From an optimization exercise on the open Yosys and OpenROAD flow, aimed at small area, a short achievable clock period and few clock cycles per item; shortcuts taken in it are not production practice.
At most, simulation tests tie the RTL to the original design; equivalence was not proved.
Power figures rest on the tool's default switching activity, not on a simulated workload.

==> module div, before the edit <==
module div
	#(
		parameter W=32
	 )
	(
		input wire clk, reset, str_trg,
		input wire [W-1:0] dvsr, dvnd,
		input wire [5:0] cd,
		input wire [4:0] ca,
		output wire ready,
		output reg done_trg,
		output wire [W-1:0] quo, rmd
	);
	reg        busy_reg;
	reg [4:0]  n_reg;
	reg [W-1:0] r_reg, q_reg, d_reg;
	wire       dz = cd[5];
	wire [4:0] p;
	wire       cd_ge_ca;
	div_sub #(.W(5)) sub_p (.a(cd[4:0]), .b(ca), .diff(p), .ge(cd_ge_ca));
	wire       imm = dz | ~cd_ge_ca;
	wire [W-1:0] diff;
	wire       ge;
	div_sub #(.W(W)) sub_r (.a(r_reg), .b(d_reg), .diff(diff), .ge(ge));
	wire       last = (n_reg == 0);
	reg [W-1:0] sh;
	integer k;
	always @*
	begin
		sh = dvsr;
		for (k = 0; k < 5; k = k + 1)
			sh = ({W{p[k]}} & (sh << (1 << k))) |
			     ({W{~p[k]}} & sh & ~({W{1'b1}} << (W - (1 << k)))) |
			     (sh & ({W{1'b1}} << (W - (1 << k))));
	end
	always @(posedge clk, posedge reset)
		if (reset)
			busy_reg <= 1'b0;
		else if (str_trg)
			busy_reg <= ~imm;
		else if (last)
			busy_reg <= 1'b0;
	always @(posedge clk)
	begin
		if (str_trg)
		begin
			n_reg <= p[4:0];
			d_reg <= sh;
		end
		else
		begin
			n_reg <= n_reg - 1'b1;
			d_reg <= d_reg >> 1;
		end
		if (str_trg)
			r_reg <= dvnd;
		else if (busy_reg & ge)
			r_reg <= diff;
		if (str_trg)
			q_reg <= {W{dz}};
		else if (busy_reg)
			q_reg <= {q_reg[W-2:0], ge};
	end
	always @*
		done_trg = str_trg ? imm : (busy_reg & last);
	assign ready = ~busy_reg;
	assign quo = q_reg;
	assign rmd = r_reg;
endmodule
export LEC_CHECK = 0
export CAP_MARGIN = 20
export CORE_MARGIN = 2
export CORE_UTILIZATION = 60
export CTS_BUF_LIST = sky130_fd_sc_hd__clkbuf_4 sky130_fd_sc_hd__clkbuf_8
export SETUP_SLACK_MARGIN = 2.1
export SLEW_MARGIN = 20
create_clock -name core_clock -period 5.0 [get_ports {clk}]
standard.sh (not shown) runs the stock make flow with config.mk's settings and CLKGATE_MAP_FILE= SYNTH_SCRIPT=/design/flow/synth_recipe.tcl, a recipe that flattens the netlist after the stock synthesis.
==> flow/flow/run.sh <==
#!/bin/bash
# Standard layout, with the port buffers made from buf_2 cells instead of
# the slow delay-buffer cells buffer_ports picks on its own.
set -euo pipefail
export BUFFER_PORTS_ARGS="-buffer_cell sky130_fd_sc_hd__buf_2"
bash standard.sh > standard.log 2>&1
Edit:
--- a/flow/design.v
+++ b/flow/design.v
@@ -14,13 +14,14 @@
 	reg        busy_reg;
 	reg [4:0]  n_reg;
-	reg [W-1:0] r_reg, q_reg, d_reg;
+	reg [W-1:0] r_reg, q_reg;
+	reg [W-1:0] nd_reg;	 
 	wire       dz = cd[5];
 	wire [4:0] p;
 	wire       cd_ge_ca;
 	div_sub #(.W(5)) sub_p (.a(cd[4:0]), .b(ca), .diff(p), .ge(cd_ge_ca));
-	wire       imm = dz | ~cd_ge_ca;
+	wire       imm = ~dz & ~cd_ge_ca;
 	wire [W-1:0] diff;
 	wire       ge;
-	div_sub #(.W(W)) sub_r (.a(r_reg), .b(d_reg), .diff(diff), .ge(ge));
+	div_sub #(.W(W)) sub_r (.a(r_reg), .b(~nd_reg), .diff(diff), .ge(ge));
 	wire       last = (n_reg == 0);
 	reg [W-1:0] sh;
@@ -45,11 +46,11 @@
 		if (str_trg)
 		begin
-			n_reg <= p[4:0];
-			d_reg <= sh;
+			n_reg <= dz ? 5'd31 : p;
+			nd_reg <= ~sh;
 		end
 		else
 		begin
 			n_reg <= n_reg - 1'b1;
-			d_reg <= d_reg >> 1;
+			nd_reg <= {1'b1, nd_reg[W-1:1]};
 		end
 		if (str_trg)
@@ -58,5 +59,5 @@
 			r_reg <= diff;
 		if (str_trg)
-			q_reg <= {W{dz}};
+			q_reg <= {W{1'b0}};
 		else if (busy_reg)
 			q_reg <= {q_reg[W-2:0], ge};
Routed wire length is lower by 0.58%. Utilization is higher by 0.66 points. Combinational power is higher to 3.7 times its value. Cell count is higher by 3.4%. Worst setup slack got worse by 0.31 ns.
No functional check of the RTL was part of any run of this note.

========
The RTL this note starts from:
==> flow/design.v <==
module div
	#(
		parameter W=32
	 )
	(
		input wire clk, reset, str_trg,
		input wire [W-1:0] dvsr, dvnd,
		input wire [5:0] cd, ca,
		output wire ready,
		output reg done_trg,
		output wire [W-1:0] quo, rmd
	);
	reg        busy_reg;
	reg [4:0]  n_reg;
	reg [W-1:0] r_reg, q_reg, d_reg;
	wire       dz = cd[5];
	wire [5:0] p  = cd - ca;
	wire       imm = dz | (ca > cd);
	reg [W-1:0] G, P, Gn, Pn;
	integer i, s;
	always @*
	begin
		G = r_reg & ~d_reg;
		P = r_reg ^ ~d_reg;
		G[0] = G[0] | P[0];
		P[0] = 1'b0;
		for (s = 1; s < W; s = s * 2)
		begin
			Gn = G; Pn = P;
			for (i = 0; i < W; i = i + 1)
				if (i & s)
				begin
					Gn[i] = G[i] | (P[i] & G[(i & ~(s-1)) - 1]);
					Pn[i] = P[i] & P[(i & ~(s-1)) - 1];
				end
			G = Gn; P = Pn;
		end
	end
	wire [W-1:0] diff = r_reg ^ ~d_reg ^ {G[W-2:0], 1'b1};
	wire       ge = G[W-1];
	wire       last = (n_reg == 0);
	always @(posedge clk, posedge reset)
		if (reset)
			busy_reg <= 1'b0;
		else if (str_trg)
			busy_reg <= ~imm;
		else if (last)
			busy_reg <= 1'b0;
	always @(posedge clk)
	begin
		if (str_trg)
		begin
			n_reg <= p[4:0];
			d_reg <= dvsr << p[4:0];
		end
		else
		begin
			n_reg <= n_reg - 1'b1;
			d_reg <= d_reg >> 1;
		end
		if (str_trg)
			r_reg <= dvnd;
		else if (busy_reg & ge)
			r_reg <= diff;
		if (str_trg)
			q_reg <= {W{dz}};
		else if (busy_reg)
			q_reg <= {q_reg[W-2:0], ge};
	end
	always @*
		done_trg = str_trg ? imm : (busy_reg & last);
	assign ready = ~busy_reg;
	assign quo = q_reg;
	assign rmd = r_reg;
endmodule
module div_avalon
	#(
		parameter W     = 32,
				  CBIT  = 6
	 )
	(
		input wire clk, reset,
		input wire [2:0] div_address,
		input wire div_chipselect,
		input wire div_write,
		input wire [W-1:0] div_writedata,
		output wire [W-1:0] div_readdata,
		output wire div_irq,
		output wire div_rdy
	);
	wire div_start, div_ready, set_done_trg, clr_done_trg;
	reg [W-1:0] dvnd_reg, dvsr_reg;
	reg [5:0] ca_reg, cd_reg;
	reg done_trg_reg;
	wire [W-1:0] quo, rmd;
	wire wr_en, wr_dvnd, wr_dvsr;
	reg [5:0] wclz;
	integer i;
	always @*
	begin
		wclz = 6'd32;
		for (i = 0; i < W; i = i + 1)
			if (div_writedata[i]) wclz = 6'd31 - i[5:0];
	end
	div #(.W(32)) d1
		 ( .clk(clk), .reset(reset), .str_trg(div_start), .dvsr(dvsr_reg), .dvnd(dvnd_reg),
		   .cd(cd_reg), .ca(ca_reg),
		   .ready(div_ready), .done_trg(set_done_trg), .quo(quo), .rmd(rmd));
	always @(posedge clk)
	begin
		if (wr_dvnd)
		begin
			dvnd_reg <= div_writedata;
			ca_reg <= wclz;
		end
		if (wr_dvsr)
		begin
			dvsr_reg <= div_writedata;
			cd_reg <= wclz;
		end
	end
	always @(posedge clk, posedge reset)
		if (reset)
			done_trg_reg <= 1'b0;
		else if (set_done_trg)
			done_trg_reg <= 1'b1;
		else if (clr_done_trg)
			done_trg_reg <= 1'b0;
	assign wr_en = div_write & div_chipselect;
	assign wr_dvnd = (div_address == 3'h0) & wr_en;
	assign wr_dvsr = (div_address == 3'h1) & wr_en;
	assign div_start = (div_address == 3'h2) & wr_en & div_ready;
	assign clr_done_trg = (div_address == 3'h6) & wr_en;
	assign div_readdata = (div_address == 3'h3) ? quo :
						  (div_address == 3'h4) ? rmd :
						  {31'b0, (div_address == 3'h5) ? div_ready : done_trg_reg};
	assign div_rdy = div_ready;
	assign div_irq = done_trg_reg;
endmodule
clock: 5.0 ns
lec_check: 0
cap_margin: 20
core_margin: 2
core_utilization: 60
cts_buf_list: sky130_fd_sc_hd__clkbuf_4 sky130_fd_sc_hd__clkbuf_8
setup_slack_margin: 2.0
slew_margin: 20
Scripts as last shown in full above: flow/flow/run.sh
Testbench counts at the start, summed over its fixed seeds: cycles 24,255, items 2,048.
==> next run, changes <==
--- a/flow/design.v
+++ b/flow/design.v
@@ -13,33 +13,39 @@
 	reg        busy_reg;
 	reg [4:0]  n_reg;
 	reg [W-1:0] r_reg, q_reg, d_reg;
 	wire       dz = cd[5];
 	wire [5:0] p  = cd - ca;
 	wire       imm = dz | (ca > cd);
+	wire [W-1:0] g0 = r_reg & ~d_reg;
+	wire [W-1:0] p0 = r_reg ^ ~d_reg;
 	reg [W-1:0] G, P, Gn, Pn;
 	integer i, s;
 	always @*
 	begin
-		G = r_reg & ~d_reg;
-		P = r_reg ^ ~d_reg;
-		G[0] = G[0] | P[0];
+		G = g0; P = p0;
+		G[0] = r_reg[0] | ~d_reg[0];
 		P[0] = 1'b0;
 		for (s = 1; s < W; s = s * 2)
 		begin
 			Gn = G; Pn = P;
 			for (i = 0; i < W; i = i + 1)
 				if (i & s)
 				begin
-					Gn[i] = G[i] | (P[i] & G[(i & ~(s-1)) - 1]);
+					if (i == 1)
+						Gn[i] = g0[1] | (p0[1] & g0[0]) | (p0[1] & p0[0]);
+					else if (i == s)
+						Gn[i] = g0[i] | (p0[i] & g0[i-1]) | (p0[i] & p0[i-1] & G[i-2]);
+					else
+						Gn[i] = G[i] | (P[i] & G[(i & ~(s-1)) - 1]);
 					Pn[i] = P[i] & P[(i & ~(s-1)) - 1];
 				end
 			G = Gn; P = Pn;
 		end
 	end
-	wire [W-1:0] diff = r_reg ^ ~d_reg ^ {G[W-2:0], 1'b1};
+	wire [W-1:0] diff = p0 ^ {G[W-2:0], 1'b1};
 	wire       ge = G[W-1];
 	wire       last = (n_reg == 0);
 	always @(posedge clk, posedge reset)
 		if (reset)
 			busy_reg <= 1'b0;
 		else if (str_trg)
Result: Count of clock-buffer cells in the layout went down by 1. Combinational power went up by about 8%. Routed wire length went down by 2.8%. Final cell count went down by about 1.4%. Synthesized area went up by about 1.2%. Global-route usage went down by 1.4 points. Hold slack gains 0.025 ns. Final area went up by 1.5%. Utilization went down by 0.97 points. Power went up by 13%.
Testbench counts after the change, summed over its fixed seeds: cycles 24,255, items 2,048.

========
north:
Starts from the design.v that is shown in full above.
==> flow/config.mk <==
export PLATFORM = sky130hd
export DESIGN_NAME = div_avalon
export DESIGN_NICKNAME = div_avalon
export VERILOG_FILES = /design/flow/design.v
export SDC_FILE = /design/flow/constraint.sdc
export NUM_CORES = 4
export LEC_CHECK = 0
export CAP_MARGIN = 20
export CORE_MARGIN = 2
export CORE_UTILIZATION = 60
export CTS_BUF_LIST = sky130_fd_sc_hd__clkbuf_4 sky130_fd_sc_hd__clkbuf_8
export SETUP_SLACK_MARGIN = 1.6
export SLEW_MARGIN = 20
==> flow/constraint.sdc <==
create_clock -name core_clock -period 5.0 [get_ports {clk}]
set_input_delay 1.0000 -clock core_clock [delete_from_list [all_inputs] [get_ports {clk}]]
set_output_delay 1.0000 -clock core_clock [all_outputs]
set_load 0.01 [all_outputs]
Scripts as last shown in full above: flow/flow/run.sh
north: full flow OK, the timing, DRC and antenna checks passed
Testbench counts of north, summed over its fixed seeds: cycles 24,255, items 2,048.
Inputs modified between north and south:
--- a/flow/design.v
+++ b/flow/design.v
@@ -15,29 +15,35 @@
 	reg [W-1:0] r_reg, q_reg, d_reg;
 	wire       dz = cd[5];
 	wire [5:0] p  = cd - ca;
 	wire       imm = dz | (ca > cd);
+	wire [W-1:0] g0 = r_reg & ~d_reg;
+	wire [W-1:0] p0 = r_reg ^ ~d_reg;
 	reg [W-1:0] G, P, Gn, Pn;
 	integer i, s;
 	always @*
 	begin
-		G = r_reg & ~d_reg;
-		P = r_reg ^ ~d_reg;
-		G[0] = G[0] | P[0];
+		G = g0; P = p0;
+		G[0] = r_reg[0] | ~d_reg[0];
 		P[0] = 1'b0;
 		for (s = 1; s < W; s = s * 2)
 		begin
 			Gn = G; Pn = P;
 			for (i = 0; i < W; i = i + 1)
 				if (i & s)
 				begin
-					Gn[i] = G[i] | (P[i] & G[(i & ~(s-1)) - 1]);
+					if (i == 1)
+						Gn[i] = g0[1] | (p0[1] & g0[0]) | (p0[1] & p0[0]);
+					else if (i == s)
+						Gn[i] = g0[i] | (p0[i] & g0[i-1]) | (p0[i] & p0[i-1] & G[i-2]);
+					else
+						Gn[i] = G[i] | (P[i] & G[(i & ~(s-1)) - 1]);
 					Pn[i] = P[i] & P[(i & ~(s-1)) - 1];
 				end
 			G = Gn; P = Pn;
 		end
 	end
-	wire [W-1:0] diff = r_reg ^ ~d_reg ^ {G[W-2:0], 1'b1};
+	wire [W-1:0] diff = p0 ^ {G[W-2:0], 1'b1};
 	wire       ge = G[W-1];
 	wire       last = (n_reg == 0);
 	always @(posedge clk, posedge reset)
 		if (reset)
==> comparison <==
NOTE: core box area in south exceeds that of north
Diff north -> south: logic depth of the worst setup path including buffers has decreased, routed length on met2 has decreased, number of non-filler instances in the completed layout has remained practically unchanged.
Summary of south over north: combinational power share now sits higher; total internal power grew by 5.1%; clock group share of total power picked up an extra 1.6 points; maximum frequency held steady; final standard cell area without fillers went up 1.1%.
Comparing post-place setup slack for north and south, the smaller number came from north.
When south is set beside north, its global-route usage turns out to be 0.90 points smaller.
Cmp south vs north: global-route wire length before repair lower in south
Hold slack, north and south, higher one = north.
Delta(detailed placer's ending HPWL, south - north) < 0
Testbench counts of south, summed over its fixed seeds: cycles 24,255, items 2,048.

========
trial 40:
Another version of the RTL of div_avalon (not shown whole).
Size: about 9900 µm² of cells after synthesis.
==> flow/design.v (excerpt) <==
module div_avalon
	#(
		parameter W     = 32,
				  CBIT  = 6
	 )
	(
		input wire clk, reset,
		input wire [2:0] div_address,
		input wire div_chipselect,
		input wire div_write,
		input wire [W-1:0] div_writedata,
		output wire [W-1:0] div_readdata,
		output wire div_irq,
		output wire div_rdy
	);
==> module div, before the edit <==
module div
	#(
		parameter W=32
	 )
	(
		input wire clk, reset, str_trg,
		input wire [W-1:0] dvsr, dvnd,
		input wire [5:0] cd,
		input wire [4:0] ca,
		output wire ready,
		output reg done_trg,
		output wire [W-1:0] quo, rmd
	);
	reg        busy_reg;
	reg [4:0]  n_reg;
	reg [W-1:0] r_reg, q_reg, d_reg;
	wire       dz = cd[5];
	wire [4:0] p;
	wire       cd_ge_ca;
	div_sub #(.W(5)) sub_p (.a(cd[4:0]), .b(ca), .diff(p), .ge(cd_ge_ca));
	wire       imm = dz | ~cd_ge_ca;
	wire [W-1:0] diff;
	wire       ge;
	div_sub #(.W(W)) sub_r (.a(r_reg), .b(d_reg), .diff(diff), .ge(ge));
	wire       last = (n_reg == 0);
	always @(posedge clk, posedge reset)
		if (reset)
			busy_reg <= 1'b0;
		else if (str_trg)
			busy_reg <= ~imm;
		else if (last)
			busy_reg <= 1'b0;
	always @(posedge clk)
	begin
		if (str_trg)
		begin
			n_reg <= p[4:0];
			d_reg <= dvsr << p[4:0];
		end
		else
		begin
			n_reg <= n_reg - 1'b1;
			d_reg <= d_reg >> 1;
		end
		if (str_trg)
			r_reg <= dvnd;
		else if (busy_reg & ge)
			r_reg <= diff;
		if (str_trg)
			q_reg <= {W{dz}};
		else if (busy_reg)
			q_reg <= {q_reg[W-2:0], ge};
	end
	always @*
		done_trg = str_trg ? imm : (busy_reg & last);
	assign ready = ~busy_reg;
	assign quo = q_reg;
	assign rmd = r_reg;
endmodule
export LEC_CHECK = 0
export CAP_MARGIN = 20
export CORE_MARGIN = 2
export CORE_UTILIZATION = 60
export CTS_BUF_LIST = sky130_fd_sc_hd__clkbuf_4 sky130_fd_sc_hd__clkbuf_8
export SETUP_SLACK_MARGIN = 2.1
export SLEW_MARGIN = 20
create_clock -name core_clock -period 5.0 [get_ports {clk}]
Scripts as last shown in full above: flow/flow/run.sh
Input-level comparison between build 30 and trial 40:
--- a/flow/design.v
+++ b/flow/design.v
@@ -18,11 +18,21 @@
 	wire [4:0] p;
 	wire       cd_ge_ca;
 	div_sub #(.W(5)) sub_p (.a(cd[4:0]), .b(ca), .diff(p), .ge(cd_ge_ca));
-	wire       imm = dz | ~cd_ge_ca;
+	wire       imm = ~dz & ~cd_ge_ca;
 	wire [W-1:0] diff;
 	wire       ge;
 	div_sub #(.W(W)) sub_r (.a(r_reg), .b(d_reg), .diff(diff), .ge(ge));
 	wire       last = (n_reg == 0);
+	reg [W-1:0] sh;
+	integer k;
+	always @*
+	begin
+		sh = dvsr;
+		for (k = 0; k < 5; k = k + 1)
+			sh = ({W{p[k]}} & (sh << (1 << k))) |
+			     ({W{~p[k]}} & sh & ~({W{1'b1}} << (W - (1 << k)))) |
+			     (sh & ({W{1'b1}} << (W - (1 << k))));
+	end
 	always @(posedge clk, posedge reset)
 		if (reset)
 			busy_reg <= 1'b0;
@@ -34,8 +44,8 @@
 	begin
 		if (str_trg)
 		begin
-			n_reg <= p[4:0];
-			d_reg <= dvsr << p[4:0];
+			n_reg <= dz ? 5'd31 : p;
+			d_reg <= sh;
 		end
 		else
 		begin
@@ -47,7 +57,7 @@
 		else if (busy_reg & ge)
 			r_reg <= diff;
 		if (str_trg)
-			q_reg <= {W{dz}};
+			q_reg <= {W{1'b0}};
 		else if (busy_reg)
 			q_reg <= {q_reg[W-2:0], ge};
 	end
## What came out
- When the final numbers for build 30 and trial 40 were put side by side, the sequential share of layout area turned out to be smaller in build 30.
- Lower register-to-register path setup slack was reported by trial 40, not build 30.
- Of build 30 and trial 40, the higher filler-free cell count of the finished design belongs to trial 40.
- Compared with trial 40, synthesized area in build 30 decreased by a few percent.
- Build 30 vs trial 40 on height of the die: build 30 is the lower one.
- Area of the die, build 30 and trial 40: smaller value in build 30
- In build 30, the least setup slack across all paths after layout came out 73 ps above the value in trial 40.
- The global-route usage of trial 40 and that of build 30 are within noise of each other.
Testbench counts of build 30, summed over its fixed seeds: cycles 24,255, items 2,048.
For trial 40, only the layout was checked, not whether the RTL still works.

-- what the ideal ports hide --
The flow's constraints put no driver on any port. The routed layouts listed below were extracted and timed again, unchanged, in two steps.
Step 1 (the two cells are an assumption about what drives the block):
set clk [get_ports {clk}]
set_driving_cell -lib_cell sky130_fd_sc_hd__clkbuf_16 $clk
set_driving_cell -lib_cell sky130_fd_sc_hd__buf_2 [delete_from_list [all_inputs] $clk]
Step 2, shift: input delay + t, output delay - t, t = (earliest + latest rising clock arrival at the registers) / 2. This alone moves slack from input paths to output paths.
Slacks: ideal ports / drivers / drivers and shift; pairs: ideal ports / drivers.
run	t, ns	slack for setup (ns)	worst data-port slew with drivers (ns)
the first run of note 1	0.511	2.064 / 1.987 / 1.781	0.07
the second run of note 1	0.515	1.755 / 1.755 / 1.750	0.07
the first run of note 2	0.504	1.798 / 1.798 / 1.692	0.08
the second run of note 2	0.488	2.027 / 1.988 / 1.641	0.06
north	0.488	1.714 / 1.714 / 1.586	0.04
south	0.508	1.722 / 1.722 / 1.711	0.04
trial 40	0.515	2.022 / 1.969 / 1.913	0.07
build 30	0.505	2.096 / 2.041 / 1.637	0.06
After both steps setup and hold are still met in every run listed. For build 30, which loses most, drivers alone change the setup slack by -0.055 ns; drivers and shift together by -0.459 ns.
